Background: an optimization exercise with open tools, aiming at small area and a short achievable clock period. Do not read the settings as production practice. Only simulation tests tie the RTL to the original design; equivalence was not proved. Power is estimated from default activity; no workload was simulated.

## CoreLeon
module CoreLeon (
  input rst,
  input clk,
  output error,
  output end_prog,
  input  InstrWait,
  output InstrValid,
  output InstrStall,
  output [31:0] InstrAddr,
  input  [31:0] InstrData,
  input  [31:0] mem_in,
  output [31:0] mem_out,
  output [31:0] mem_address,
  output [ 3:0] mem_mask,
  output        mem_read,
  output        mem_write,
  output        memStall,
  input         memWait,
  input [15:0]  dbg_address,
  input [31:0]  dbg_indata,
  output [31:0] dbg_outdata,
  input dbg_rd,
  input dbg_wr,
  input dbg_isvalid,
  output dbg_ready,
  input  dbg_haltreq,
  input  dbg_resumereq,
  output dbg_halted
);
  localparam [31:0] INIT_ADDRESS = 32'h0000_0000;
  localparam I_NOP = 32'h0000_0013;
  reg [63:0] cycle, instret;
  wire [31:0] dcsr;
  wire Stall_F, Stall_D, Stall_E, Stall_M, Stall_W;
  wire Flush_D, Flush_E, Flush_M;
  reg [31:0] pc;
  reg [31:0] FD_pc;
  reg FD_nop;
  assign InstrAddr  = pc;
  assign InstrValid = ~(D_Jump | DE_Jump);
  assign InstrStall = Stall_D;
  wire [31:0] F_pcMas4 = pc + 32'd4;
  always @(posedge clk) begin
    if (rst) begin
      pc     <= INIT_ADDRESS;
      FD_nop <= 1'b1;
    end else begin
      if (!Stall_F)
        pc <= E_JumpOrBranch ? E_JumpAddr : F_pcMas4;
      if (!Stall_D) begin
        FD_pc  <= pc;
        FD_nop <= Flush_D;
      end
    end
  end
  wire [31:0] FD_instr = FD_nop ? I_NOP : InstrData;
  wire [6:0] D_opcode = FD_instr[6:0];
  wire [4:0] D_rd     = FD_instr[11:7];
  wire [2:0] D_funct3 = FD_instr[14:12];
  wire [4:0] D_rs1    = FD_instr[19:15];
  wire [4:0] D_rs2    = FD_instr[24:20];
  wire [6:0] D_funct7 = FD_instr[31:25];
  wire D_funct3ZERO = (D_funct3 == 3'b0);
  wire D_isLOAD   = (D_opcode[6:2] == 5'b00_000);
  wire D_isALUimm = (D_opcode[6:2] == 5'b00_100);
  wire D_isSTORE  = (D_opcode[6:2] == 5'b01_000);
  wire D_isALUreg = (D_opcode[6:2] == 5'b01_100);
  wire D_isAUIPC  = {D_opcode[5],D_opcode[2]} == 2'b0_1;
  wire D_isLUI    = {D_opcode[5:4],D_opcode[2]} == 3'b11_1;
  wire D_isBRANCH = {D_opcode[6],D_opcode[4],D_opcode[2]} == 3'b1_0_0;
  wire D_isJALR   = {D_opcode[6], D_opcode[3:2]} == 3'b1_01;
  wire D_isJAL    =  D_opcode[3];
  wire D_isEBREAK = D_opcode[6] & D_opcode[4] & D_funct3ZERO & FD_instr[20];
  wire D_isCSR    = D_opcode[6] & D_opcode[4] & ~D_funct3ZERO;
  wire D_ALUFun  = D_opcode[4] | D_opcode[6];
  wire D_Jump    = D_opcode[2] & D_opcode[6];
  ...
Size in the first run: about 1,400 flip-flops, about 260 I/O pins.
clock: 13.0 ns
lec_check: 0
cap_margin: 20
core_margin: 2
core_utilization: 40
cts_buf_list: sky130_fd_sc_hd__clkbuf_16
cts_cluster_diameter: 80
cts_cluster_size: 20
setup_slack_margin: 5
slew_margin: 20
synth_hierarchical: 1
standard.sh (not shown) runs the stock make flow with config.mk's settings and CLKGATE_MAP_FILE= SYNTH_SCRIPT=/design/flow/synth_recipe.tcl, a recipe that flattens the netlist after the stock synthesis.
==> flow/flow/run.sh <==
#!/bin/bash
set -euo pipefail
bash standard.sh "BUFFER_PORTS_ARGS=-buffer_cell sky130_fd_sc_hd__buf_2" finish > standard_flow.log 2>&1
Edit:
==> flow/run.sh (new file) <==
#!/bin/bash
# synth_recipe.tcl (not shown) runs the flow's synth.tcl, then flattens the netlist and writes it again
# the make line also repeats each setting of config.mk as NAME=value (left out here)
make -C /OpenROAD-flow-scripts/flow DESIGN_CONFIG=/design/flow/config.mk WORK_HOME=/design/flow/orfs CLKGATE_MAP_FILE= SYNTH_SCRIPT=/design/flow/synth_recipe.tcl finish
- CTS_BUF_LIST: sky130_fd_sc_hd__clkbuf_16 -> unset
- CTS_CLUSTER_DIAMETER: 80 -> unset
- CTS_CLUSTER_SIZE: 20 -> unset
removed: flow/flow/run.sh
removed: flow/standard.sh
Outcome: Non-clock buffer count went up by 113. Flip-flop and latch count stays the same. Core utilization went up by 2.9 points. Setup slack gains 0.26 ns. Cell count went up by 2.7%. Via count went up by 4.0%. Synthesized cell count does not change. Power went up by 15%. Wire length went up by 4.3%. Combinational power went up by about 6%.
Edit:
- CTS_BUF_LIST: unset -> sky130_fd_sc_hd__clkbuf_16
- CTS_CLUSTER_DIAMETER: unset -> 80
- CTS_CLUSTER_SIZE: unset -> 20
Outcome: The changed run passed the timing, DRC and antenna checks; sequential share of layout area rises by 1.5 points; total power came out lower by 13%; design area shrinks by 3.2%; worst hold slack improved by 0.0074 ns.
Edit:
==> flow/flow/run.sh (new file) <==
#!/bin/bash
set -euo pipefail
bash standard.sh SETUP_SLACK_MARGIN=6.2 "BUFFER_PORTS_ARGS=-buffer_cell sky130_fd_sc_hd__buf_2" finish > standard_flow.log 2>&1
==> flow/standard.sh (new file) <==
#!/bin/bash
# synth_recipe.tcl (not shown) runs the flow's synth.tcl, then flattens the netlist and writes it again
# the make line also repeats each setting of config.mk as NAME=value (left out here)
make -C /OpenROAD-flow-scripts/flow DESIGN_CONFIG=/design/flow/config.mk WORK_HOME=/design/flow/orfs CLKGATE_MAP_FILE= SYNTH_SCRIPT=/design/flow/synth_recipe.tcl "${@:-finish}"
- CTS_BUF_LIST: sky130_fd_sc_hd__clkbuf_16 -> unset
- CTS_CLUSTER_DIAMETER: 80 -> unset
- CTS_CLUSTER_SIZE: 20 -> unset
removed: flow/run.sh
What happened: Setup slack improved by 0.028 ns. Die area stays the same. Core utilization is higher by 1.3 points. First-iteration DRC count is higher by 1.7%. Cell count is higher by 1.6%. Synthesized area does not change. Routed wire length is higher by 3.1%.
Edit:
==> flow/flow/run.sh (replaced) <==
#!/bin/bash
set -euo pipefail
bash standard.sh "BUFFER_PORTS_ARGS=-buffer_cell sky130_fd_sc_hd__buf_2" finish > standard_flow.log 2>&1
- CTS_BUF_LIST: unset -> sky130_fd_sc_hd__clkbuf_16
- CTS_CLUSTER_DIAMETER: unset -> 95
- CTS_CLUSTER_SIZE: unset -> 24
The new run completed with no timing, DRC or antenna violations.
Clock-buffer cell count went down by 116.
Combinational power is lower by about 8%.
Worst setup slack loses 0.0068 ns.
Total power goes down by 15%.
Global-route usage shrinks by 1.4 points.
Maximum frequency barely changes.
Cell area falls by 5.2%.
Critical path depth goes up by 1.
Routed wire length drops by 4.4%.
Core utilization went down by 2.6 points.
Sequential power hardly moves.
Edit:
==> flow/run.sh (new file) <==
#!/bin/bash
# synth_recipe.tcl (not shown) runs the flow's synth.tcl, then flattens the netlist and writes it again
# the make line also repeats each setting of config.mk as NAME=value (left out here)
make -C /OpenROAD-flow-scripts/flow DESIGN_CONFIG=/design/flow/config.mk WORK_HOME=/design/flow/orfs CLKGATE_MAP_FILE= SYNTH_SCRIPT=/design/flow/synth_recipe.tcl finish
removed: flow/flow/run.sh
removed: flow/standard.sh
Outcome: Power went down by 1.1%. Routed wire length climbs by 1.4%. Global-route usage is higher by 0.43 points. Cell count went up by 0.36%. Non-clock buffer count increases by 42. Design area climbs by 2.0%. Combinational power goes up by about 3%.

afterwards: timing with drivers on the ports:
In the flow no input, the clock included, has a driving cell. The finished layouts below were timed again as built, in two steps. Step 1 (the two cells are an assumption about what drives the block):
set clk [get_ports {clk}]
set_driving_cell -lib_cell sky130_fd_sc_hd__clkbuf_16 $clk
set_driving_cell -lib_cell sky130_fd_sc_hd__buf_2 [delete_from_list [all_inputs] $clk]
Step 2, shift: input delay + t, output delay - t, t = (earliest + latest rising clock arrival at the registers) / 2. This alone moves slack from input paths to output paths. a / b / c = ideal / step 1 / step 2; a / b = the first two.
run | t (ns) | setup slack, ns | worst setup path after step 2 | worst register clock-pin slew, ns
the first run | 0.863 | 4.555 / 4.446 / 4.239 | input to register | 0.09 / 0.09
the second run | 0.922 | 4.813 / 4.750 / 4.095 | input to register | 0.07 / 0.07
the third run | 0.857 | 4.698 / 4.651 / 4.257 | input to register | 0.10 / 0.10
the fourth run | 0.904 | 4.726 / 4.650 / 4.650 | input to output | 0.07 / 0.07
the fifth run | 0.840 | 4.719 / 4.604 / 4.133 | input to register | 0.11 / 0.11
the sixth run | 0.837 | 4.842 / 4.770 / 4.236 | input to register | 0.11 / 0.11
After both steps every run listed still meets setup and hold. The setup slack of the second run, which loses most, moves by -0.063 ns with the drivers and by -0.718 ns with both steps.
